This is an optimization exercise on Yosys and OpenROAD, whose aim is small area, not a production implementation. Only simulation tests tie the RTL to the original design; equivalence was not proved. The clock port is modelled as an ideal driver; clocking choices that lean on that would not hold on a real chip. Power is estimated from default activity; no workload was simulated.

<file path="flow/run.sh">
#!/bin/bash
# The standard layout, with: the standard synthesis's combinational logic
# re-mapped for area (registers and adders untouched), single-strength port
# buffers, and a clock tree of clkbuf_4 without dummy loads (a buffer close to
# the slew limit is upsized after CTS). Each tool's output goes to its own log
# here and under orfs/logs.
set -euo pipefail
W=$PWD
RES=$W/orfs/results/$FLOW_PLATFORM/motor_ctrl/base
LIB=$FLOW_HOME/platforms/sky130hd/lib/sky130_fd_sc_hd__tt_025C_1v80.lib
export BUFFER_PORTS_ARGS="-buffer_cell sky130_fd_sc_hd__buf_1"
export CTS_ARGS="-sink_clustering_enable -repair_clock_nets -dont_use_dummy_load -buf_list {sky130_fd_sc_hd__clkbuf_4}"
export POST_CTS_TCL=$W/flow/post_cts.tcl
export CLK_UPSIZE_SLEW=0.110

bash standard.sh synth > standard_synth.log 2>&1
cp $RES/1_2_yosys.v $W/standard_synth_netlist.v
REMAP_LIB=$LIB REMAP_IN=$W/standard_synth_netlist.v REMAP_OUT=$W/remapped.v REMAP_TOP=$FLOW_TOP \
  REMAP_SCRIPT=$W/flow/abc_area.script \
  DONT_USE_CELLS="sky130_fd_sc_hd__probe_p_8 sky130_fd_sc_hd__probec_p_8 sky130_fd_sc_hd__lpflow_bleeder_1 sky130_fd_sc_hd__lpflow_clkbufkapwr_1 sky130_fd_sc_hd__lpflow_clkbufkapwr_16 sky130_fd_sc_hd__lpflow_clkbufkapwr_2 sky130_fd_sc_hd__lpflow_clkbufkapwr_4 sky130_fd_sc_hd__lpflow_clkbufkapwr_8 sky130_fd_sc_hd__lpflow_clkinvkapwr_1 sky130_fd_sc_hd__lpflow_clkinvkapwr_16 sky130_fd_sc_hd__lpflow_clkinvkapwr_2 sky130_fd_sc_hd__lpflow_clkinvkapwr_4 sky130_fd_sc_hd__lpflow_clkinvkapwr_8 sky130_fd_sc_hd__lpflow_decapkapwr_12 sky130_fd_sc_hd__lpflow_decapkapwr_3 sky130_fd_sc_hd__lpflow_decapkapwr_4 sky130_fd_sc_hd__lpflow_decapkapwr_6 sky130_fd_sc_hd__lpflow_decapkapwr_8 sky130_fd_sc_hd__lpflow_inputiso0n_1 sky130_fd_sc_hd__lpflow_inputiso0p_1 sky130_fd_sc_hd__lpflow_inputiso1n_1 sky130_fd_sc_hd__lpflow_inputiso1p_1 sky130_fd_sc_hd__lpflow_inputisolatch_1 sky130_fd_sc_hd__lpflow_isobufsrc_1 sky130_fd_sc_hd__lpflow_isobufsrc_16 sky130_fd_sc_hd__lpflow_isobufsrc_2 sky130_fd_sc_hd__lpflow_isobufsrc_4 sky130_fd_sc_hd__lpflow_isobufsrc_8 sky130_fd_sc_hd__lpflow_isobufsrckapwr_16 sky130_fd_sc_hd__lpflow_lsbuf_lh_hl_isowell_tap_1 sky130_fd_sc_hd__lpflow_lsbuf_lh_hl_isowell_tap_2 sky130_fd_sc_hd__lpflow_lsbuf_lh_hl_isowell_tap_4 sky130_fd_sc_hd__lpflow_lsbuf_lh_isowell_4 sky130_fd_sc_hd__lpflow_lsbuf_lh_isowell_tap_1 sky130_fd_sc_hd__lpflow_lsbuf_lh_isowell_tap_2 sky130_fd_sc_hd__lpflow_lsbuf_lh_isowell_tap_4 " \
  $FLOW_HOME/../tools/install/yosys/bin/yosys -c $W/flow/remap.tcl > remap.log 2>&1
cp $W/remapped.v $RES/1_2_yosys.v
rm -f $RES/1_synth.odb $RES/1_synth.sdc
bash standard.sh > standard.log 2>&1
</file>
<file path="flow/abc_area.script">
strash
&get -n
&st
&deepsyn -T 30
&dch -f
&nf -R 1000
&put
topo
</file>
<file path="flow/post_cts.tcl">
estimate_parasitics -placement
set n 0
foreach inst [get_cells -quiet clkbuf_*] {
  set m [get_property $inst ref_name]
  if {$m ne "sky130_fd_sc_hd__clkbuf_4"} continue
  set x [get_pins [get_name $inst]/X]
  set s [expr {max([get_property $x slew_max_rise], [get_property $x slew_max_fall])}]
  puts "POST_CTS: [get_name $inst] slew $s"
  if {$s > $::env(CLK_UPSIZE_SLEW)} {
    replace_cell $inst sky130_fd_sc_hd__clkbuf_8
    incr n
  }
}
puts "POST_CTS: upsized $n clock buffers"
if {$n > 0} { detailed_placement }
</file>
<file path="flow/remap.tcl">
# yosys -c remap.tcl: re-map the combinational logic of the standard
# synthesis netlist with an area-oriented ABC script. Flip-flops, full and
# half adders keep their cells and instance names; the other cells are
# rebuilt from their liberty functions and mapped again.
yosys -import
set lib $::env(REMAP_LIB)
set net $::env(REMAP_IN)
read_liberty -ignore_miss_func $lib
read_verilog $net
hierarchy -top $::env(REMAP_TOP)
set keep {}
foreach m [split [exec grep -o {^ *sky130_fd_sc_hd__[a-z0-9_]*} $net] "\n"] {
  set m [string trim $m]
  if {[regexp {__(dfxtp|edfxtp|dfrtp|dfstp|dfbbp|dfxbp|sdff|fa_|ha_)} $m]} { lappend keep $m }
}
set keep [lsort -unique $keep]
puts "REMAP keep: $keep"
foreach m $keep { setattr -mod -set keep_hierarchy 1 $m }
flatten
yosys rename -hide w:*.*
opt_clean
set dont_use {}
foreach c $::env(DONT_USE_CELLS) { lappend dont_use -dont_use $c }
abc -liberty $lib -script $::env(REMAP_SCRIPT) {*}$dont_use
splitnets
opt_clean -purge
hilomap -singleton -hicell sky130_fd_sc_hd__conb_1 HI -locell sky130_fd_sc_hd__conb_1 LO
insbuf -buf sky130_fd_sc_hd__buf_4 A X
select $::env(REMAP_TOP)
write_verilog -noattr -nohex -nodec -selected $::env(REMAP_OUT)
</file>
<file path="standard.sh">
#!/bin/bash
# synth_recipe.tcl (not shown) runs the flow's synth.tcl, then flattens the netlist and writes it again
# the make line also repeats each setting of config.mk as NAME=value (left out here)
make -C /OpenROAD-flow-scripts/flow DESIGN_CONFIG=/design/flow/config.mk WORK_HOME=/design/flow/orfs CLKGATE_MAP_FILE= SYNTH_SCRIPT=/design/flow/synth_recipe.tcl "${@:-finish}"
</file>
<file path="config.mk">
export PLATFORM = sky130hd
export DESIGN_NAME = motor_ctrl
export DESIGN_NICKNAME = motor_ctrl
export VERILOG_FILES = /design/flow/design.v
export SDC_FILE = /design/flow/constraint.sdc
export NUM_CORES = 4
export LEC_CHECK = 0
export CAP_MARGIN = 20
export CORE_MARGIN = 2
export CORE_UTILIZATION = 45
export PLACE_DENSITY = 0.6
export SLEW_MARGIN = 20
</file>
<file path="constraint.sdc">
create_clock -name core_clock -period 10.0 [get_ports {clk}]
set_input_delay 2.0000 -clock core_clock [delete_from_list [all_inputs] [get_ports {clk}]]
set_output_delay 2.0000 -clock core_clock [all_outputs]
set_load 0.01 [all_outputs]
</file>
<file path="design.v">
module motor_ctrl
  (output logic        pwm,
   output logic        dir,
   output logic [31:0] pulse_width,
   output logic [31:0] rot_cnt,
   input  logic [31:0] target_rot_v,
   input  logic [31:0] p_gain,
   input  logic        sa,
   input  logic        sb,
   input  logic        clk,
   input  logic        rstn);
   logic        sa_q0, sb_q0, sa_q1, sb_q1;
   logic        en, dn, up;
   logic [31:0] cnt_r, cnt_sum;
   logic [16:0] cnt_c;
   logic [15:0] hi_c, hi_pm;
   always_comb begin
      en = sa_q1 ^ sb_q1 ^ sa_q0 ^ sb_q0;
      dn = en & (sa_q1 ^ sb_q0);
      up = en & ~(sa_q1 ^ sb_q0);
      cnt_c[0] = up;
      for (int i = 0; i < 16; i++)
        cnt_c[i+1] = (cnt_r[i] & dn) | (cnt_r[i] & cnt_c[i]) | (dn & cnt_c[i]);
      cnt_sum[15:0] = cnt_r[15:0] ^ {16{dn}} ^ cnt_c[15:0];
      hi_c[0] = ~dn;
      for (int i = 0; i < 15; i++)
        hi_c[i+1] = (cnt_r[16+i] & dn) | (cnt_r[16+i] & hi_c[i]) | (dn & hi_c[i]);
      hi_pm = cnt_r[31:16] ^ {16{dn}} ^ hi_c;
      cnt_sum[31:16] = (cnt_c[16] ^ dn) ? hi_pm : cnt_r[31:16];
   end
   logic [9:0] ph;      
   logic       samp;    
   logic [5:0] pc;      
   always_comb samp = &ph[9:5] & ph[3];       
   logic [10:0] dcnt, dc_a, dc_sum, dc_c;
   logic        dc_dn;     
   always_comb begin
      dc_a    = (samp | ~rstn) ? 11'd0 : dcnt;
      dc_dn   = dn & rstn;
      dc_c[0] = up & rstn;
      for (int i = 0; i < 10; i++)
        dc_c[i+1] = (dc_a[i] & dc_dn) | (dc_a[i] & dc_c[i]) | (dc_dn & dc_c[i]);
      dc_sum = dc_a ^ {11{dc_dn}} ^ dc_c;
   end
   logic [10:0] d_r;
   logic        d_sg, d_hi, p_sg;
   logic        kneg, kpos;
   always_comb begin
      kneg = ~p_sg & cnt_r[31] & ~cnt_r[30];    
      kpos = p_sg & ~cnt_r[31] & cnt_r[30];     
   end
   logic       t_i, d_i, dm_i, u_i, e_i;
   logic       c1, b2, tnz, pend;
   logic [4:0] ti, pi;
   logic       ewin, cwin, ld;
   always_comb begin
      ewin = ~|ph[9:6] & ~(ph[5] & ph[4]);    
      cwin = ~|ph[9:6] & (ph[5] ^ ph[4]);     
      ld   = pend & (ph == 10'd49);
      ti   = ph[4:0] | {5{ph[5]}};
      pi   = {~ph[4], ph[3:0]};
      t_i  = target_rot_v[ti];
      d_i  = (ph[5:0] <= 6'd10) ? d_r[0] : (ph[5] ? d_hi : d_sg);
      dm_i = (ph[5:0] <  6'd8)  ? 1'b0 :
             (ph[5:0] <= 6'd18) ? d_r[3] :
             (ph[5:0] <= 6'd39) ? d_sg : d_hi;
      u_i  = t_i ^ d_i ^ c1;
      e_i  = u_i ^ dm_i ^ b2;
   end
   logic [31:0] pw_r;
   logic [15:0] lo;
   logic        sh_top, sh_off;
   logic [14:0] a_lo;
   logic [15:0] a_hi;
   logic        e_r, e_d, c_r, k_r;
   logic [15:0] la, lb, ls;
   logic [16:0] lc;
   logic [16:0] ha, hb, hs, hc;
   always_comb begin
      ha = {a_hi[15], a_hi};
      hb = {17{e_d}} & {p_gain[31], p_gain[31:16]};
      hc[0] = k_r;
      for (int i = 0; i < 16; i++) hc[i+1] = (ha[i] & hb[i]) | (ha[i] & hc[i]) | (hb[i] & hc[i]);
      hs = ha ^ hb ^ hc;
      la = {hs[0], a_lo};
      lb = {16{e_r}} & p_gain[15:0];
      lc[0] = c_r;
      for (int i = 0; i < 16; i++) lc[i+1] = (la[i] & lb[i]) | (la[i] & lc[i]) | (lb[i] & lc[i]);
      ls = la ^ lb ^ lc[15:0];
      sh_top = ~|ph[9:6] & (ph[5] ? lo[0] : hs[16]);
      sh_off = ~|ph[9:6] & ph[5] & (|ph[4:0]);   
   end
   always_ff @(posedge clk) begin
      lo   <= {ls[0], lo[15:1]};
      a_lo <= ls[15:1];
      k_r  <= lc[16] & ~sh_off;
      a_hi <= {sh_top, hs[15:1]};
      e_r  <= e_i & ewin;
      e_d  <= e_r & ~sh_off;
      c_r  <= pw_r[pi] & cwin;
      c1  <= ~samp & ((t_i & d_i) | (t_i & c1) | (d_i & c1));
      b2  <= ~samp & ((~u_i & dm_i) | (~u_i & b2) | (dm_i & b2));
      tnz <= ~samp & (tnz | t_i);
      d_r <= samp ? dcnt : {d_r[0], d_r[10:1]};
      dcnt <= dc_sum;
      if (samp) begin
         d_sg <= dcnt[10];
         d_hi <= kneg | (~kpos & dcnt[10]);
      end
      if (!rstn) begin
         sa_q0 <= 0; sb_q0 <= 0; sa_q1 <= 0; sb_q1 <= 0;
         cnt_r <= 0;
         ph    <= 0;
         pc    <= 0;
         p_sg  <= 0;
         pend  <= 0;
         pw_r  <= 0;
      end else begin
         sa_q0 <= sa; sb_q0 <= sb; sa_q1 <= sa_q0; sb_q1 <= sb_q0;
         cnt_r <= cnt_sum;
         ph    <= samp ? 10'd0 : ph + 10'd1;
         pc    <= (pc[5] & pc[3]) ? 6'd0 : pc + 6'd1;
         pend  <= pend | samp;
         if (samp) p_sg <= cnt_r[31];
         if (ld) pw_r <= tnz ? {lo, a_hi} : 32'd0;
      end
   end
   always_comb begin
      rot_cnt     = cnt_r;
      pulse_width = pw_r;
      dir         = pw_r[31];
      pwm         = {26'd0, pc} < (pw_r ^ {32{pw_r[31]}});
   end
endmodule
</file>
==> results by group, run 1 <==
Clocking
  • Clock transition at the registers of the reported paths: roughly 90 ps
  • TritonCTS clock tree: built
  • Clock latency (worst-skew pair): 450 ps
  • CTS Sinks: approximately 160

Timing
  • Slew Viols, Final: 0
  • Final Hold Fails: 0
  • Worst relative slew slack: 39.95%
  • Final Cycle Share: between 80% and 90%
  • Final worst path period need: between 8000 and 9000 ps
  • Hold WS: roughly 340 ps
  • Final setup viols: 0
  • Setup TNS: 0 ps
  • Max Clock Freq: 117.4 MHz
  • Least-Margin Pin Slew: 897.5 ps
  • RSZ-0062 raised after global routing: false
  • Skew final: 34.51 ps

Floorplanning
  • Die area: ~0.017 mm²
  • Initial Utilization: between 40 and 50%
  • Core ar.: 0.01571 mm²
  • I/O pins: 134
  • Die Height: 130.3 µm
  • Die Span X: around 130 µm
  • Number of cell rows: 46

Worst setup path
  • Worst path cell trace: xor2_1 -> or2_0 -> nand2_1 -> ha_1 -> fa_1 -> fa_1 -> fa_1 -> fa_1 -> fa_1 -> fa_1 -> fa_1 -> fa_1 -> fa_1 -> fa_1 -> fa_1 -> fa_1 -> fa_1 -> fa_1 -> fa_1 -> nor2_1 -> nand2b_1 -> and2_0 -> clkinv_1 -> o21ai_0
  • Reg2reg setup slack: 1480 ps
  • Worst R2R Start: sa_q0
  • Crit path max-delay cell type: and2_0
  • CP Capture Type: flop
  • Cell depth of the worst setup path: 24
  • Crit-path most repeated cell: fa_1
  • Worst setup startpoint: sa_q0
  • Worst Setup EP: cnt_r[17]
  • CP arrival: slightly below 9000 ps
  • Buffers & Inverters on Critical Path: 1
  • Cell family with most CP delay: adder cells
  • Class of the most critical setup path: reg -> reg
  • R2R Path End: cnt_r[17]
  • Worst setup SP type: flop
  • Critical Path RT: 10,350 ps
  • Critical path peak fanout: 14
  • CP peak stage delay: 580 ps
  • Worst R2R Path Depth: 24

GRT
  • Gr ovfl total: 0
  • Largest net degree at the start of global routing: 41
  • Vias in the first global route: 5,253
  • Total GRT Usage: 20.15%
  • First-pass GRT wire length: 26,390 µm
  • Initial antenna violation count: 0

Drt
  • Iteration-0 DRC Markers: 328
  • # DRC: 0
  • Final antenna-violating net count: 0
  • Routed wire length: 16,030 µm
  • Total number of vias: around 5,300
  • First-pass DRT Iterations: 5
  • Drt via density: approximately 5.3
  • Routed len/inst: ~16 µm

Final layout
  • Area delta synth->final: 14.02%
  • Inserted Diodes: 0
  • Finished Core Util: 52.12%
  • Fraction of layout cells with a size suffix above 1: around 3.2%
  • Final Net Count: 950

Synthesis
  • Syn_area_per_cell: 11.33 µm²
  • Ys Warns: 1
  • Post-Syn Instances: 634
  • Syn Std Cell Area: 0.007182 mm²
  • Synth Net Count: 792

Place
  • Final estimated routing congestion in global placement: 0.8185
  • Final HPWL DP: 11,840 µm
  • Port buffer count: 133

Outcome
  • Status: no timing/DRC/antenna violations

Power and ir drop
  • Peak supply drop: 0.07489 mV
  • Lkg Pwr: around 3.3 nW
  • PwrDens: 187.1 mW/mm²

Worst hold path
  • Worst Hold Class: reg -> reg
  • HP Start: lo[11]

Run
  • Max-cap violation count: 0
[registers in the layout, indices dropped and copies added (netlist names), 6 cells and up]
register	count
cnt_r	32
pw_r	32
a_hi	16
lo	16
a_lo	15
d_r	11
dcnt	11
ph	10
pc	6
[per-stage QoR]
step / std cells / cell area, µm² / power (mW) / setup WS [ps]
2_1_floorplan: 634 / 7182 / 1.109 / 757.9
3_3_place_gp: 989 / 7999 / 1.211 / 1386
3_5_place_dp: 989 / 7999 / 1.240 / 1260
5_1_grt: 1006 / 8189 / 1.655 / 911.4
6_report: 1006 / 8189 / 1.532 / 1483
[where the power goes]
part | internal [mW] | switching, mW
sequential | 0.802 | 0.102
clock | 0.121 | 0.196
combinational | 0.140 | 0.171
[routing by layer]
metal / routed length, µm / global-route usage [%] / vias to the layer above / part of all wire, %
met3: 825 / 4.387 / 27 / 5.1
li1: - / - / 2511 / -
met2: 7929 / 34.19 / 149 / 49
met1: 6946 / 25.52 / 2612 / 43
met4: 328 / 7.322 / 0 / 2.0
met5: 0 / 0 / - / 0
[placed cells by master (no fill, tap or decap), drive strengths merged, types with 3 or more instances in the layout]
| cell | n |
|---|---|
| nand3 | 7 |
| a21oi | 15 |
| and3 | 14 |
| nor4 | 11 |
| a22o | 45 |
| nand4 | 9 |
| nor2b | 5 |
| fa | 74 |
| o211ai | 3 |
| nand2 | 55 |
| o21ai | 23 |
| dfxtp | 162 |
| clkinv | 21 |
| buf | 140 |
| nor3 | 12 |
| o31ai | 3 |
| xor2 | 3 |
| nor2 | 49 |
| ha | 16 |
| and2 | 56 |
| nand2b | 3 |
| clkbuf | 17 |
| o22ai | 11 |
| o221ai | 4 |
| xnor2 | 9 |
[how the worst min path moves through the flow]
stage / depth (start not counted) / slack (ps) / end
6_report: 0 / 340 / lo[10]
5_1_grt: 0 / 360 / lo[10]
2_1_floorplan: 0 / 330 / lo[0]
3_3_place_gp: 0 / 340 / lo[13]
3_5_place_dp: 0 / 340 / lo[13]
[cell type report]
class                           count  area (µm²)
Tap cell                          216       270.3
Multi-Input combinational cell    448        3795
Timing Repair Buffer              140       551.8
Sequential cell                   164        3303
Inverter                           21       78.83
Fill cell                        1458        7523
Clock buffer                       17       190.2
==> inputs of run 2 (changes only) <==
--- a/config.mk
+++ b/config.mk
@@ -7,6 +7,6 @@
 export LEC_CHECK = 0
 export CAP_MARGIN = 20
 export CORE_MARGIN = 2
-export CORE_UTILIZATION = 45
-export PLACE_DENSITY = 0.6
+export CORE_UTILIZATION = 70
+export PLACE_DENSITY = 0.8
 export SLEW_MARGIN = 20
==> run 2 against run 1 <==
Still clean on timing, DRC and antenna. Critical path depth is the same. Combinational power grew 6%. Sequential power grew 0.6%. Synthesized area is the same. Maximum frequency shrank 3.2%. Non-clock buffer count shrank 2. Largest cell class unchanged. Clock power shrank about 10%. Synthesized cell count is the same.
==> results by group, run 2 <==
Floorplanning
  • Number of cell rows: 36
  • Initial Utilization: 72.81%
  • Die Height: approximately 110 µm
  • Die area: 0.01109 mm²
  • Core ar.: between 0.009 and 0.01 mm²
  • I/O pins: about 130
  • Die Span X: around 110 µm

GRT
  • Gr ovfl total: 0
  • First-pass GRT wire length: 26,330 µm
  • Total GRT Usage: 30.72%
  • Initial antenna violation count: 0
  • Vias in the first global route: between 5,000 and 6,000
  • Largest net degree at the start of global routing: 41

Worst setup path
  • Worst setup SP type: flop
  • Worst R2R Start: sa_q0
  • Critical path peak fanout: 28
  • Worst R2R Path Depth: 24
  • R2R Path End: cnt_r[17]
  • CP arrival: 9150 ps
  • Critical Path RT: between 10,000 and 15,000 ps
  • CP Capture Type: flop
  • Class of the most critical setup path: reg -> reg
  • Reg2reg setup slack: roughly 1200 ps

Synthesis
  • Syn_area_per_cell: 11.33 µm²
  • Synth Net Count: 792
  • Syn Std Cell Area: 0.007182 mm²
  • Ys Warns: 1
  • Post-Syn Instances: 634

Place
  • Final HPWL DP: 11,930 µm
  • Setup WS pre-CTS: 1165 ps
  • Final estimated routing congestion in global placement: 0.8710
  • Port buffer count: 133

Clocking
  • Clock latency (worst-skew pair): 430 ps
  • Clock transition at the registers of the reported paths: around 110 ps
  • CTS Sinks: 164
  • TritonCTS clock tree: built

Final layout
  • Fillers: 626
  • Final Net Count: ~950
  • Commonest non-fill, non-tap cell in the layout: dfxtp_1
  • Multi-input logic area: around 0.0038 mm²
  • Top flop regs: cnt_r x32, pw_r x32
  • Area delta synth->final: 11.86%
  • Fraction of layout cells with a size suffix above 1: a little over 3%
  • Finished Core Util: 81.44%
  • FF/Latch Area: 0.003303 mm²
  • Commonest cells after routing, fill and taps aside: 162 x dfxtp_1, 133 x buf_1, 74 x fa_1
  • Inserted Diodes: 0

Drt
  • Final antenna-violating net count: 0
  • # DRC: 0
  • Drt via density: 5.835
  • Iteration-0 DRC Markers: approximately 350
  • Routed wire length: 16,130 µm
  • Total number of vias: 5,374
  • Routed len/inst: 17.52 µm
  • First-pass DRT Iterations: 6

Power and ir drop
  • Total chip power: between 1.5 and 2 mW
  • Lkg Pwr: roughly 3.3 nW
  • PwrDens: 189.4 mW/mm²
  • Peak supply drop: 0.1582 mV

Worst hold path
  • Worst Hold Class: reg -> reg
  • HP Start: lo[1]
  • Worst hold endpoint: lo[0]
  • Worst hold stages: 0

Timing
  • RSZ-0062 raised after global routing: false
  • Worst relative slew slack: 41.03%
  • Final Hold Fails: 0
  • Final setup viols: 0
  • Max Clock Freq: 113.7 MHz
  • Final Cycle Share: 87.96%
  • Setup TNS: 0 ps
  • Least-Margin Pin Slew: 881.3 ps
  • Final worst slack: 1204 ps
  • Final worst path period need: just under 9000 ps
  • Skew final: between 30 and 40 ps
  • Slew Viols, Final: 0

Outcome
  • Status: no timing/DRC/antenna violations

Run
  • Max-cap violation count: 0
-- run 2: critical path, stage by stage (launching register included) --
cell and delay (ps):
dfxtp_1 350, xor2_1 180, or2_0 440, clkinv_1 130, buf_4 320, fa_1 490, fa_1 410, fa_1 390
fa_1 390, fa_1 390, fa_1 390, fa_1 390, fa_1 390, fa_1 390, fa_1 400, fa_1 420
fa_1 420, fa_1 400, fa_1 400, fa_1 420, nor2_1 170, nand2b_1 180, and2_0 600, clkinv_1 130
o21ai_0 150
-- run 2: layout make-up --
cell class | instances | share of cell area [%]
clock buffer | 17 | 1.900
multi-input combinational | 448 | 47.25
sequential | 164 | 41.12
timing repair buffer | 138 | 6.681
inverter | 21 | 0.9812
tap | 133 | 2.071
-- run 2: metrics by stage --
| stage | area (µm²) | hold slack, ps | std cells |
|---|---|---|---|
| final | 8034 | 360.0 | 921 |
| after floorplan | 7182 | 331.6 | 634 |
| after detailed placement | 7881 | 340.2 | 904 |
| after global routing | 8034 | 367.7 | 921 |
| after global placement | 7880 | 338.2 | 904 |
-- run 2: routing by layer --
metal,GRT usage (%),part of all wire (%)
met5,0,0
met4,10.00,1.9
met3,10.45,8.8
met2,50.37,49
met1,38.42,40
-- run 2: how the worst max path moves through the flow --
stage	endpoint	depth (start not counted)	slack, ps	startpoint
global placement	k_r	19	1450	p_gain[0]
finish	cnt_r[17]	24	1200	sa_q0
floorplan	cnt_r[17]	23	760	sa_q0
global route	cnt_r[17]	24	880	sa_q0
detailed placement	k_r	19	1170	p_gain[0]
-- run 2: where the power goes --
part	switching [mW]	internal (mW)	leakage, nW
Sequential	0.108	0.802	1.35
Clock	0.187	0.0962	0.0886
Combinational	0.181	0.148	1.83
==> inputs of run 3 (changes only) <==
--- a/design.v
+++ b/design.v
@@ -32,22 +32,12 @@
    logic       samp;    
    logic [5:0] pc;      
    always_comb samp = &ph[9:5] & ph[3];       
-   logic [10:0] dcnt, dc_a, dc_sum, dc_c;
-   logic        dc_dn;     
+   logic [10:0] d_r, p_r;
+   logic        d_sg, d_hi, p_sg, bw;
+   logic        dwin, d_bit;
    always_comb begin
-      dc_a    = (samp | ~rstn) ? 11'd0 : dcnt;
-      dc_dn   = dn & rstn;
-      dc_c[0] = up & rstn;
-      for (int i = 0; i < 10; i++)
-        dc_c[i+1] = (dc_a[i] & dc_dn) | (dc_a[i] & dc_c[i]) | (dc_dn & dc_c[i]);
-      dc_sum = dc_a ^ {11{dc_dn}} ^ dc_c;
-   end
-   logic [10:0] d_r;
-   logic        d_sg, d_hi, p_sg;
-   logic        kneg, kpos;
-   always_comb begin
-      kneg = ~p_sg & cnt_r[31] & ~cnt_r[30];    
-      kpos = p_sg & ~cnt_r[31] & cnt_r[30];     
+      dwin  = ~|ph[9:4] & (ph[3:0] <= 4'd10);    
+      d_bit = d_r[0] ^ p_r[0] ^ bw;
    end
    logic       t_i, d_i, dm_i, u_i, e_i;
    logic       c1, b2, tnz, pend;
@@ -60,7 +50,7 @@
       ti   = ph[4:0] | {5{ph[5]}};
       pi   = {~ph[4], ph[3:0]};
       t_i  = target_rot_v[ti];
-      d_i  = (ph[5:0] <= 6'd10) ? d_r[0] : (ph[5] ? d_hi : d_sg);
+      d_i  = (ph[5:0] <= 6'd10) ? d_bit : (ph[5] ? d_hi : d_sg);
       dm_i = (ph[5:0] <  6'd8)  ? 1'b0 :
              (ph[5:0] <= 6'd18) ? d_r[3] :
              (ph[5:0] <= 6'd39) ? d_sg : d_hi;
@@ -101,11 +91,14 @@
       c1  <= ~samp & ((t_i & d_i) | (t_i & c1) | (d_i & c1));
       b2  <= ~samp & ((~u_i & dm_i) | (~u_i & b2) | (dm_i & b2));
       tnz <= ~samp & (tnz | t_i);
-      d_r <= samp ? dcnt : {d_r[0], d_r[10:1]};
-      dcnt <= dc_sum;
+      d_r <= samp ? cnt_r[10:0] : {dwin ? d_bit : d_r[0], d_r[10:1]};
+      bw  <= ~samp & ((~d_r[0] & p_r[0]) | (~d_r[0] & bw) | (p_r[0] & bw));
       if (samp) begin
-         d_sg <= dcnt[10];
-         d_hi <= kneg | (~kpos & dcnt[10]);
+         d_hi <= ~p_sg & cnt_r[31] & ~cnt_r[30];
+         d_sg <= p_sg & ~cnt_r[31] & cnt_r[30];
+      end else if (ph[3:0] == 4'd10 && ~|ph[9:4]) begin
+         d_sg <= d_bit;
+         d_hi <= d_hi | (~d_sg & d_bit);
       end
       if (!rstn) begin
          sa_q0 <= 0; sb_q0 <= 0; sa_q1 <= 0; sb_q1 <= 0;
@@ -113,6 +106,7 @@
          ph    <= 0;
          pc    <= 0;
          p_sg  <= 0;
+         p_r   <= 0;
          pend  <= 0;
          pw_r  <= 0;
       end else begin
@@ -122,6 +116,7 @@
          pc    <= (pc[5] & pc[3]) ? 6'd0 : pc + 6'd1;
          pend  <= pend | samp;
          if (samp) p_sg <= cnt_r[31];
+         p_r   <= {(dwin & pend) ? d_r[0] : p_r[0], p_r[10:1]};
          if (ld) pw_r <= tnz ? {lo, a_hi} : 32'd0;
       end
    end
==> run 3 against run 2 <==
Clock skew grew 1.1 ps. Via count grew 0.69%. Register-to-register slack gained 730 ps. Sequential share of layout area grew 0.76 points. Global-route usage grew 0.62 points. First-iteration DRC count grew 19%. Critical path type is now in -> reg. Critical endpoint is now a_hi[15]. Largest power group unchanged. Highest routed layer unchanged.
==> results by group, run 3 <==
Power and ir drop
  • Peak supply drop: 0.1493 mV
  • Total chip power: 1.572 mW
  • Lkg Pwr: 3.096 nW
  • PwrDens: 198.2 mW/mm²

Timing
  • Final Cycle Share: between 80 and 90%
  • Skew final: 35.92 ps
  • RSZ-0062 raised after global routing: false
  • Setup TNS: 0 ps
  • Final setup viols: 0
  • Least-Margin Pin Slew: 916.7 ps
  • Final worst path period need: 8297 ps
  • Hold WS: ~330 ps
  • Final Hold Fails: 0
  • Worst relative slew slack: approximately two fifths
  • Max Clock Freq: approximately 120 MHz
  • Slew Viols, Final: 0

Worst setup path
  • Critical Path RT: 10,350 ps
  • Crit path max-delay cell type: fa_1
  • Critical path peak fanout: 2
  • Worst path cell trace: buf_1 -> nand2_1 -> fa_1 -> clkinv_1 -> fa_1 -> fa_1 -> fa_1 -> fa_1 -> fa_1 -> fa_1 -> fa_1 -> fa_1 -> fa_1 -> fa_1 -> fa_1 -> fa_1 -> fa_1 -> fa_1 -> fa_1 -> a211oi_1
  • CP Capture Type: flop
  • Worst setup SP type: input pin
  • CP arrival: 8650 ps
  • Cell family with most CP delay: adder cells
  • Buffers & Inverters on Critical Path: 2
  • Crit-path most repeated cell: fa_1
  • CP peak stage delay: 420 ps
  • Class of the most critical setup path: in -> reg

Final layout
  • Inserted Diodes: 0
  • Top flop regs: cnt_r x32, pw_r x32
  • Post-Layout Inst Area: 0.007935 mm²
  • Final Net Count: ~940
  • Fraction of layout cells with a size suffix above 1: 3.312%
  • Fillers: ~660
  • Commonest cells after routing, fill and taps aside: 163 x dfxtp_1, 133 x buf_1, 74 x nor2_1
  • Commonest non-fill, non-tap cell in the layout: dfxtp_1
  • Area delta synth->final: 12.61%

Drt
  • WL met3: between 1000 and 1500 µm
  • Iteration-0 DRC Markers: 412
  • Routed wire length: ~16,000 µm
  • Top sig layer: met4
  • Total number of vias: 5,411
  • WL met2: 8105 µm
  • Routed len/inst: 17.26 µm
  • First-pass DRT Iterations: 5
  • Final antenna-violating net count: 0
  • Drt via density: between 5 and 6
  • # DRC: 0
  • Wl on met1: approximately 6000 µm

GRT
  • First-pass GRT wire length: 26,840 µm
  • Vias in the first global route: 5,698
  • Gr ovfl total: 0
  • Total GRT Usage: 31.33%
  • Largest net degree at the start of global routing: 39
  • Initial antenna violation count: 0

Synthesis
  • Synth Net Count: 780
  • Ys Warns: 1
  • Post-Syn Instances: 631
  • Syn Std Cell Area: around 0.0070 mm²
  • Syn_area_per_cell: 11.17 µm²

Place
  • Final estimated routing congestion in global placement: 0.8931
  • Placed cell areas: about 0.0078 mm²
  • Final HPWL DP: between 10,000 and 15,000 µm
  • Port buffer count: roughly 130

Floorplanning
  • Die area: 0.01089 mm²
  • Number of cell rows: 36
  • Initial Utilization: 72.09%
  • Core ar.: between 0.009 and 0.01 mm²
  • Die Height: 104.3 µm
  • Die Span X: between 100 and 150 µm
  • I/O pins: 134

Run
  • Max-cap violation count: 0

Outcome
  • Status: no timing/DRC/antenna violations

Clocking
  • Clock latency (worst-skew pair): roughly 460 ps
  • CTS Sinks: 165
  • Clock transition at the registers of the reported paths: 100 ps
  • TritonCTS clock tree: built

Worst hold path
  • Worst Hold Class: reg -> reg
-- run 3: routing by layer --
metal / track usage (%) / vias up
met5: 0 / -
met1: 38.16 / 2601
li1: - / 2500
met2: 53.78 / 262
met3: 7.018 / 48
met4: 13.13 / 0
-- run 3: power by group --
part / switching [mW] / internal [mW]
Sequential: 0.112 / 0.802
Clock: 0.195 / 0.113
Combinational: 0.191 / 0.160
Total: 0.498 / 1.07
-- run 3: stage by stage --
| step | instances | util [%] | worst slack (ps) |
|---|---|---|---|
| floorplan | 631 | - | 1581 |
| global placement | 901 | 79.31 | 1462 |
| detailed placement | 901 | 79.31 | 1256 |
| global route | 918 | 81.18 | 1532 |
| finish | 918 | 81.18 | 1703 |
-- run 3: final timing paths --
kind	start	endpoint	slack, ps	cells past startpoint
hold reg to reg	lo[8]	lo[7]	330	0
setup reg to reg	sa_q0	cnt_r[18]	1930	24
setup / recovery	p_gain[16]	a_hi[15]	1700	20
hold / removal	lo[8]	lo[7]	330	0
-- run 3: worst reg2reg max path: stages, from the launching register on --
cell,delay [ps]
dfxtp_1,340
xor2_1,270
nor2_4,70
clkinv_1,150
nand2_1,70
ha_1,190
fa_1,380
fa_1,390
fa_1,400
fa_1,390
fa_1,390
fa_1,400
fa_1,420
fa_1,430
fa_1,400
fa_1,400
fa_1,400
fa_1,400
fa_1,410
fa_1,380
clkinv_1,80
fa_1,220
or2_0,280
and3_1,540
a22o_1,230
-- run 3: layout make-up --
cell class                      count  area, µm²  area share [%]
Timing Repair Buffer              138      536.8           6.764
Sequential cell                   165       3323           41.88
Inverter                           24      90.09           1.135
Clock buffer                       17      177.7           2.239
Multi-Input combinational cell    441       3641           45.88
Tap cell                          133      166.4           2.097
==> inputs of run 4 (changes only) <==
--- a/design.v
+++ b/design.v
@@ -34,9 +34,10 @@
    always_comb samp = &ph[9:5] & ph[3];       
    logic [10:0] d_r, p_r;
    logic        d_sg, d_hi, p_sg, bw;
-   logic        dwin, d_bit;
+   logic        dwin, dfree, d_bit;
    always_comb begin
       dwin  = ~|ph[9:4] & (ph[3:0] <= 4'd10);    
+      dfree = ~(~|ph[9:5] & (ph[4:0] <= 5'd18));  
       d_bit = d_r[0] ^ p_r[0] ^ bw;
    end
    logic       t_i, d_i, dm_i, u_i, e_i;
@@ -58,7 +59,7 @@
       e_i  = u_i ^ dm_i ^ b2;
    end
    logic [31:0] pw_r;
-   logic [15:0] lo;
+   logic [4:0]  lo;
    logic        sh_top, sh_off;
    logic [14:0] a_lo;
    logic [15:0] a_hi;
@@ -77,11 +78,11 @@
       lc[0] = c_r;
       for (int i = 0; i < 16; i++) lc[i+1] = (la[i] & lb[i]) | (la[i] & lc[i]) | (lb[i] & lc[i]);
       ls = la ^ lb ^ lc[15:0];
-      sh_top = ~|ph[9:6] & (ph[5] ? lo[0] : hs[16]);
+      sh_top = ~|ph[9:6] & (ph[5] ? d_r[0] : hs[16]);
       sh_off = ~|ph[9:6] & ph[5] & (|ph[4:0]);   
    end
    always_ff @(posedge clk) begin
-      lo   <= {ls[0], lo[15:1]};
+      lo   <= {ls[0], lo[4:1]};
       a_lo <= ls[15:1];
       k_r  <= lc[16] & ~sh_off;
       a_hi <= {sh_top, hs[15:1]};
@@ -91,7 +92,7 @@
       c1  <= ~samp & ((t_i & d_i) | (t_i & c1) | (d_i & c1));
       b2  <= ~samp & ((~u_i & dm_i) | (~u_i & b2) | (dm_i & b2));
       tnz <= ~samp & (tnz | t_i);
-      d_r <= samp ? cnt_r[10:0] : {dwin ? d_bit : d_r[0], d_r[10:1]};
+      d_r <= samp ? cnt_r[10:0] : {dwin ? d_bit : (dfree ? lo[0] : d_r[0]), d_r[10:1]};
       bw  <= ~samp & ((~d_r[0] & p_r[0]) | (~d_r[0] & bw) | (p_r[0] & bw));
       if (samp) begin
          d_hi <= ~p_sg & cnt_r[31] & ~cnt_r[30];
@@ -117,7 +118,7 @@
          pend  <= pend | samp;
          if (samp) p_sg <= cnt_r[31];
          p_r   <= {(dwin & pend) ? d_r[0] : p_r[0], p_r[10:1]};
-         if (ld) pw_r <= tnz ? {lo, a_hi} : 32'd0;
+         if (ld) pw_r <= tnz ? {lo, d_r, a_hi} : 32'd0;
       end
    end
    always_comb begin
==> run 4 against run 3 <==
Largest power group unchanged. Final area fell by 2.7%. Clock-buffer cell count unchanged. Critical endpoint is now k_r. Highest routed layer unchanged. Critical path depth decreased by 1. Still clean. Maximum frequency shrank 0.18%. Clock skew down 4.9 ps.
==> results by group, run 4 <==
Outcome
  • Status: no timing/DRC/antenna violations

GRT
  • Total GRT Usage: 31.35%
  • Gr ovfl total: 0
  • Largest net degree at the start of global routing: 38
  • First-pass GRT wire length: 25,180 µm
  • Met2 usage: 50.10%
  • M1 GR Usage: approximately two fifths
  • Vias in the first global route: 5,207
  • Initial antenna violation count: 0
  • GR Layer Usage met3: under 10%
  • Global route hottest layer: met2

Worst setup path
  • Class of the most critical setup path: in -> reg
  • CP Capture Type: flop
  • Critical path peak fanout: 1
  • CP arrival: 8640 ps
  • Critical Path RT: 10,330 ps
  • Worst R2R Start: sa_q0
  • Worst setup startpoint: p_gain[0]
  • Worst setup SP type: input pin

Final layout
  • Area delta synth->final: 12.28%
  • Post-Layout Inst Area: about 0.0077 mm²
  • Final Net Count: 922
  • Top flop regs: cnt_r x32, pw_r x32, a_hi x16
  • Commonest cells after routing, fill and taps aside: 152 x dfxtp_1, 133 x buf_1, 68 x nor2_1
  • Commonest non-fill, non-tap cell in the layout: dfxtp_1
  • Finished Core Util: about four fifths
  • Inserted Diodes: 0
  • Fraction of layout cells with a size suffix above 1: 2.983%

Timing
  • Final Hold Fails: 0
  • Final setup viols: 0
  • Worst relative slew slack: 29.65%
  • Least-Margin Pin Slew: between 1000 and 1500 ps
  • Final Cycle Share: 83.11%
  • Slew Viols, Final: 0
  • Final worst slack: 1689 ps
  • Final worst path period need: 8311 ps
  • Skew final: 31.04 ps
  • Setup TNS: 0 ps
  • RSZ-0062 raised after global routing: false
  • Hold WS: 366.9 ps
  • Max Clock Freq: about 120 MHz

Drt
  • Final antenna-violating net count: 0
  • Routed len/inst: around 17 µm
  • # DRC: 0
  • Iteration-0 DRC Markers: 350
  • First-pass DRT Iterations: 6
  • Drt via density: 5.853
  • Total number of vias: approximately 5,300
  • Routed wire length: 15,630 µm

Synthesis
  • Post-Syn Instances: 619
  • Ys Warns: 1
  • Syn_area_per_cell: 11.11 µm²
  • Synth Net Count: 768
  • Syn Std Cell Area: 0.006875 mm²

Power and ir drop
  • PwrDens: 187.0 mW/mm²
  • Lkg Pwr: 2.993 nW
  • Peak supply drop: between 0.1 and 0.15 mV

Floorplanning
  • Core ar.: 0.009639 mm²
  • Initial Utilization: 71.33%
  • I/O pins: ~130
  • Die area: 0.01063 mm²
  • Die Span X: 103.1 µm
  • Die Height: 103.1 µm
  • Number of cell rows: 36

Clocking
  • TritonCTS clock tree: built
  • Clock transition at the registers of the reported paths: 100 ps
  • CTS Sinks: about 150
  • Clock latency (worst-skew pair): about 430 ps

Worst hold path
  • HP Start: lo[2]
  • Worst Hold Class: reg -> reg

Place
  • Final HPWL DP: between 10,000 and 15,000 µm
  • Setup WS pre-CTS: 1249 ps
  • Port buffer count: 133
  • Final estimated routing congestion in global placement: 0.8875
  • Placed cell areas: 0.007561 mm²

Run
  • Max-cap violation count: 0
==> run 4: cell types whose count changed in the layout (fill, tap and decap cells not counted), moves of 3 or more <==
cell | previous run | this run
nand2_1 | 25 | 22
nor4_1 | 15 | 12
o21ai_0 | 21 | 16
nor2_1 | 74 | 68
dfxtp_1 | 163 | 152
o221ai_1 | 2 | 5
clkbuf_4 | 9 | 12
a31oi_1 | 3 | 6
o22ai_1 | 14 | 10
a21oi_1 | 16 | 21
clkbuf_8 | 8 | 5
==> run 4: routing by layer <==
layer / part of all wire, % / wire (µm) / vias up
li1: - / - / 2480
met1: 41 / 6356 / 2515
met2: 48 / 7533 / 248
met3: 8.1 / 1261 / 48
met4: 3.0 / 474 / 0
met5: 0 / 0 / -
==> run 4: final cells by class <==
cell class                      instances  area (µm²)
Fill cell                             665        1919
Tap cell                              133       166.4
Timing Repair Buffer                  136       521.8
Inverter                               25       93.84
Clock buffer                           17       158.9
Multi-Input combinational cell        439        3676
Sequential cell                       154        3103
==> run 4: report_power, final <==
| part | internal [mW] | switching [mW] | total (mW) |
|---|---|---|---|
| registers | 0.733 | 0.0955 | 0.829 |
| clock network | 0.100 | 0.177 | 0.278 |
| logic | 0.153 | 0.184 | 0.337 |
==> run 4: critical path, stage by stage <==
cell    delay (ps)
buf_1           60
and2_0         150
fa_1           390
fa_1           410
fa_1           400
fa_1           390
fa_1           400
fa_1           390
fa_1           390
fa_1           380
fa_1           380
fa_1           400
fa_1           410
fa_1           400
fa_1           390
fa_1           380
fa_1           390
fa_1           370
and2_0         140
==> run 4: worst paths after layout <==
check                            endpoint  slack [ps]  depth (start not counted)
worst max-delay path                  k_r        1690                         19
worst min-delay path                lo[1]         370                          0
worst max register to register  cnt_r[17]        1960                         23
worst min register to register      lo[1]         370                          0
==> run 4: per-stage QoR <==
step | std cells | total power, mW
after global routing | 904 | 1.554
final | 904 | 1.443
after floorplan | 619 | 1.046
after detailed placement | 887 | 1.176
after global placement | 887 | 1.147
==> inputs of run 5 (changes only) <==
--- a/design.v
+++ b/design.v
@@ -121,10 +121,16 @@
          if (ld) pw_r <= tnz ? {lo, d_r, a_hi} : 32'd0;
       end
    end
+   logic [5:0] w_lo;
+   logic       w_hi, lt;
    always_comb begin
       rot_cnt     = cnt_r;
       pulse_width = pw_r;
       dir         = pw_r[31];
-      pwm         = {26'd0, pc} < (pw_r ^ {32{pw_r[31]}});
+      w_lo        = pw_r[5:0] ^ {6{pw_r[31]}};
+      w_hi        = ~(&pw_r[31:6]) & (|pw_r[31:6]);    
+      lt          = 1'b0;
+      for (int i = 0; i < 6; i++) lt = (pc[i] ^ w_lo[i]) ? w_lo[i] : lt;
+      pwm         = w_hi | lt;
    end
 endmodule
==> run 5 against run 4 <==
Synthesized area decreased by 0.60%. Register-to-register slack improved by 290 ps. Sequential power increased by 0.7%. Maximum frequency decreased by 1.7%. Still clean on timing, DRC and antenna. Synthesized cell count increased by 1.5%. Hold slack got worse by 6.2 ps. Die area decreased by 0.58%. Cell count increased by 1.2%. Clock power increased by 3%. Sequential share of layout area increased by 0.10 points. Worst setup slack got worse by 140 ps. Highest routed layer unchanged.
==> results by group, run 5 <==
Worst setup path
  • Critical path peak fanout: 1
  • Class of the most critical setup path: in -> reg
  • R2R Path End: cnt_r[17]
  • Worst R2R Start: sb_q0
  • Reg2reg setup slack: 2250 ps
  • Worst R2R Path Depth: 23
  • Critical Path RT: 10,310 ps
  • CP Capture Type: flop
  • CP arrival: 8760 ps
  • Worst setup SP type: input pin

Power and ir drop
  • Lkg Pwr: 3.008 nW
  • Peak supply drop: approximately 0.14 mV
  • PwrDens: ~190 mW/mm²

Clocking
  • TritonCTS clock tree: built
  • Clock transition at the registers of the reported paths: 90 ps
  • CTS Sinks: 154
  • Clock latency (worst-skew pair): 430 ps

Synthesis
  • Ys Warns: 1
  • Syn Std Cell Area: 0.006834 mm²
  • Synth Net Count: 772
  • Post-Syn Instances: 628
  • Syn_area_per_cell: 10.88 µm²

Final layout
  • Top flop regs: cnt_r x32, pw_r x32, a_hi x16
  • Commonest non-fill, non-tap cell in the layout: dfxtp_1
  • Area delta synth->final: 12.67%
  • Post-Layout Inst Area: 0.007700 mm²
  • Fraction of layout cells with a size suffix above 1: 3.197%
  • Final Net Count: 928
  • Inserted Diodes: 0
  • Commonest cells after routing, fill and taps aside: 152 x dfxtp_1, 133 x buf_1, 72 x nor2_1
  • Fin cells: 915
  • Fillers: approximately 660

GRT
  • Total GRT Usage: between 30% and 40%
  • Largest net degree at the start of global routing: 33
  • Global route hottest layer: met2
  • Vias in the first global route: 5,110
  • M1 GR Usage: 38.11%
  • GR Layer Usage met3: under 10%
  • Initial antenna violation count: 0
  • Met2 usage: 49.47%
  • First-pass GRT wire length: 24,210 µm
  • Gr ovfl total: 0

Timing
  • Slew Viols, Final: 0
  • Final setup viols: 0
  • Final worst slack: between 1500 and 2000 ps
  • Final Hold Fails: 0
  • Final worst path period need: between 8000 and 9000 ps
  • Max Clock Freq: 118.3 MHz
  • Worst relative slew slack: 31.47%
  • Least-Margin Pin Slew: 1028 ps
  • Skew final: approximately 34 ps
  • Final Cycle Share: 84.51%
  • RSZ-0062 raised after global routing: false
  • Setup TNS: 0 ps

Floorplanning
  • Die Span X: 102.8 µm
  • Initial Utilization: just over 70%
  • Core ar.: 0.009639 mm²
  • Die Height: 102.8 µm
  • Die area: between 0.01 and 0.015 mm²
  • I/O pins: 134
  • Number of cell rows: 36

Worst hold path
  • Worst hold endpoint: lo[2]
  • HP Start: lo[3]
  • Worst hold stages: 0
  • Worst Hold Class: reg -> reg

Outcome
  • Status: no timing/DRC/antenna violations

Run
  • Max-cap violation count: 0

Place
  • Setup WS pre-CTS: 1133 ps
  • Final estimated routing congestion in global placement: a little over 0.9
  • Final HPWL DP: about 12,000 µm
  • Cells after DPL: ~900
  • Port buffer count: roughly 130
  • Placed cell areas: between 0.007 and 0.008 mm²

Drt
  • Routed wire length: about 15,000 µm
  • Drt via density: 5.886
  • Final antenna-violating net count: 0
  • Total number of vias: about 5,400
  • First-pass DRT Iterations: 5
  • # DRC: 0
  • Routed len/inst: 16.77 µm
  • Iteration-0 DRC Markers: 283
-- run 5: worst max path at each step --
| stage | cells after the start | startpoint | to |
|---|---|---|---|
| final | 19 | p_gain[0] | k_r |
| after global routing | 19 | p_gain[0] | k_r |
| after detailed placement | 19 | p_gain[0] | k_r |
| after global placement | 19 | p_gain[0] | k_r |
| after floorplan | 22 | sa_q0 | cnt_r[17] |
-- run 5: worst max-delay path: stages --
cell    delay [ps]
buf_1           70
and2_0         160
fa_1           390
fa_1           400
fa_1           400
fa_1           390
fa_1           400
fa_1           400
fa_1           390
fa_1           400
fa_1           410
fa_1           430
fa_1           400
fa_1           410
fa_1           410
fa_1           400
fa_1           390
fa_1           350
and2_0         160
-- run 5: area by class of cell --
type | count | area (µm²) | share of cell area, %
inverter | 30 | 112.6 | 1.462
timing repair buffer | 138 | 536.8 | 6.971
clock buffer | 17 | 165.2 | 2.145
multi-input combinational | 443 | 3616 | 46.96
tap | 133 | 166.4 | 2.161
sequential | 154 | 3103 | 40.30
-- run 5: layer usage --
layer / part of all wire [%] / wire [µm]
met5: 0 / 0
met2: 50 / 7656
met3: 6.4 / 984
met4: 2.2 / 337
met1: 42 / 6371
-- run 5: power breakdown --
part           internal, mW  leakage [nW]  switching (mW)  total (mW)
Sequential            0.736          1.26          0.0990       0.835
Clock                 0.104        0.0937           0.182       0.286
Combinational         0.166          1.65           0.199       0.365
-- run 5: stage by stage --
stage               hold WS, ps  power (mW)  utilization, %
finish                    360.7       1.486           79.88
global route              370.5       1.593           79.88
detailed placement        344.7       1.209           78.08
global placement          341.1       1.161           78.08
floorplan                 331.6       1.064               -
==> inputs of run 6 (changes only) <==
--- a/flow/run.sh
+++ b/flow/run.sh
@@ -11,7 +11,7 @@
 export BUFFER_PORTS_ARGS="-buffer_cell sky130_fd_sc_hd__buf_1"
 export CTS_ARGS="-sink_clustering_enable -repair_clock_nets -dont_use_dummy_load -buf_list {sky130_fd_sc_hd__clkbuf_4}"
 export POST_CTS_TCL=$W/flow/post_cts.tcl
-export CLK_UPSIZE_SLEW=0.110
+export CLK_UPSIZE_SLEW=0.120
 
 bash standard.sh synth > standard_synth.log 2>&1
 cp $RES/1_2_yosys.v $W/standard_synth_netlist.v
==> run 6 against run 5 <==
Critical path depth unchanged. Clock power shrank 8.4%. Total power decreased by 1.6%. Wire length shrank 0.20%. Sequential share of layout area up 0.16 points. First-iteration DRC count rose by 8.5%. Non-clock buffer count stayed put. Critical path type unchanged. Largest cell class unchanged. Highest routed layer unchanged.
==> results by group, run 6 <==
Outcome
  • Status: no timing/DRC/antenna violations

Synthesis
  • Post-Syn Instances: 628
  • Syn_area_per_cell: about 11 µm²
  • Synth Net Count: 772
  • Syn Std Cell Area: 0.006834 mm²
  • Ys Warns: 1

Final layout
  • Top flop regs: cnt_r x32, pw_r x32, a_hi x16
  • Finished Core Util: around four fifths
  • Fraction of layout cells with a size suffix above 1: 3.197%
  • Commonest cells after routing, fill and taps aside: 152 x dfxtp_1, 133 x buf_1, 72 x nor2_1
  • Final Net Count: 928
  • Area delta synth->final: 12.21%
  • Post-Layout Inst Area: 0.007669 mm²
  • Commonest non-fill, non-tap cell in the layout: dfxtp_1
  • Inserted Diodes: 0
  • Multi-input logic area: between 0.003 and 0.004 mm²
  • FF/Latch Area: 0.003103 mm²
  • Fillers: 662

Place
  • Final estimated routing congestion in global placement: 0.9097
  • Port buffer count: 133
  • Placed cell areas: 0.007526 mm²
  • Final HPWL DP: between 10,000 and 15,000 µm
  • Setup WS pre-CTS: around 1100 ps

Timing
  • Setup TNS: 0 ps
  • Least-Margin Pin Slew: 1045 ps
  • Skew final: roughly 42 ps
  • Slew Viols, Final: 0
  • Final setup viols: 0
  • Max Clock Freq: 118.2 MHz
  • Final Cycle Share: 84.64%
  • Final worst slack: 1536 ps
  • Hold WS: ~330 ps
  • RSZ-0062 raised after global routing: false
  • Worst relative slew slack: 30.36%
  • Final worst path period need: 8464 ps
  • Final Hold Fails: 0

GRT
  • Initial antenna violation count: 0
  • Largest net degree at the start of global routing: 33
  • Gr ovfl total: 0
  • First-pass GRT wire length: 24,170 µm
  • Vias in the first global route: 5,124
  • Total GRT Usage: 30.07%

Worst hold path
  • Worst hold stages: 0
  • Worst Hold Class: reg -> reg

Worst setup path
  • CP arrival: 8760 ps
  • Cell depth of the worst setup path: 19
  • Reg2reg setup slack: 2200 ps
  • Crit-path most repeated cell: fa_1
  • Worst R2R Path Depth: 23
  • Class of the most critical setup path: in -> reg
  • Cell family with most CP delay: adder cells
  • Critical Path RT: slightly above 10,000 ps
  • Worst path cell trace: buf_1 -> and2_0 -> fa_1 -> fa_1 -> fa_1 -> fa_1 -> fa_1 -> fa_1 -> fa_1 -> fa_1 -> fa_1 -> fa_1 -> fa_1 -> fa_1 -> fa_1 -> fa_1 -> fa_1 -> fa_1 -> and2_0
  • CP peak stage delay: 430 ps
  • Critical path peak fanout: 1
  • Crit path max-delay cell type: fa_1
  • Worst setup SP type: input pin
  • CP Capture Type: flop
  • Buffers & Inverters on Critical Path: 1

Drt
  • # DRC: 0
  • Total number of vias: 5,394
  • Iteration-0 DRC Markers: 307
  • Drt via density: 5.895
  • Routed len/inst: 16.74 µm
  • Routed wire length: 15,320 µm
  • Final antenna-violating net count: 0
  • First-pass DRT Iterations: 7

Power and ir drop
  • Sequential share of power: between 50% and 60%
  • Reported net switching power: between 0.4 and 0.5 mW
  • Combinational power share: 25.0%
  • Cell Int Power: 0.9860 mW
  • Sw frac: 32.57%
  • Clock power share: 17.9%
  • Peak supply drop: 0.1269 mV
  • Lkg Pwr: 2.995 nW
  • PwrDens: roughly 190 mW/mm²

Floorplanning
  • Die Span X: 102.8 µm
  • Die area: 0.01057 mm²
  • Number of cell rows: 36
  • Core ar.: 0.009639 mm²
  • I/O pins: 134
  • Die Height: 102.8 µm
  • Initial Utilization: 70.90%

Clocking
  • Clock latency (worst-skew pair): 420 ps
  • TritonCTS clock tree: built
  • CTS Sinks: 154
  • Clock transition at the registers of the reported paths: 110 ps

Run
  • Max-cap violation count: 0
run 6: path summary, 6_finish.rpt:
check,to,startpoint
worst max-delay path,k_r,p_gain[0]
worst min-delay path,lo[1],lo[2]
worst max register to register,cnt_r[17],sb_q0
worst min register to register,lo[1],lo[2]
run 6: cell type report:
cell class,count,area share (%)
Multi-Input combinational cell,443,47.15
Timing Repair Buffer,138,7.000
Clock buffer,17,1.746
Sequential cell,154,40.46
Tap cell,133,2.170
Inverter,30,1.468
run 6: stage by stage:
stage | power [mW] | cells
after floorplan | 1.064 | 628
after global placement | 1.161 | 897
after detailed placement | 1.209 | 897
after global routing | 1.568 | 915
final | 1.462 | 915
run 6: routing by layer:
layer  wire length [µm]  vias to the layer above  share of wire (%)  track usage, %
met1               6346                     2611                 41           37.83
met3                964                       37                6.3           7.864
met5                  0                        -                  0               0
li1                   -                     2514                  -               -
met4                414                        0                2.7           13.26
met2               7593                      232                 50           49.42
run 6: power groups by stage:
stage | Clock (mW) | Combinational, mW | Sequential [mW]
3_5_place_dp | 0 | 0.360 | 0.849
3_3_place_gp | 0 | 0.318 | 0.843
5_1_grt | 0.290 | 0.424 | 0.854
2_1_floorplan | 0 | 0.228 | 0.836
6_report | 0.262 | 0.365 | 0.835

port drivers added, routing unchanged:
The results above use ideal ports. As a check the final layouts listed here were re-extracted and re-timed, cells and wires unchanged.
Step 1 assumes that a clkbuf_16 drives the clock port and a buf_2 every other input.
Step 2 times the ports against the registers' clock, not the clock port: input delays grow and output delays shrink by t, the midpoint of the rising clock arrivals with the driver on.
Three values: ideal, step 1, step 2; two values: the first two.
run	shift t [ns]	slack for setup (ns)	worst data-port slew with drivers (ns)	cell pins on the clock port's net
run 1	0.468	1.483 / 1.483 / 1.247	0.04	1
run 2	0.448	1.204 / 1.204 / 1.204	0.06	1
run 3	0.476	1.703 / 1.717 / 1.241	0.05	1
run 4	0.447	1.689 / 1.703 / 1.256	0.04	1
run 5	0.449	1.549 / 1.565 / 1.116	0.04	1
run 6	0.434	1.536 / 1.550 / 1.116	0.04	1
After both steps setup and hold are still met in every run listed. For run 3, which loses most, drivers alone change the setup slack by +0.014 ns; drivers and shift together by -0.462 ns.
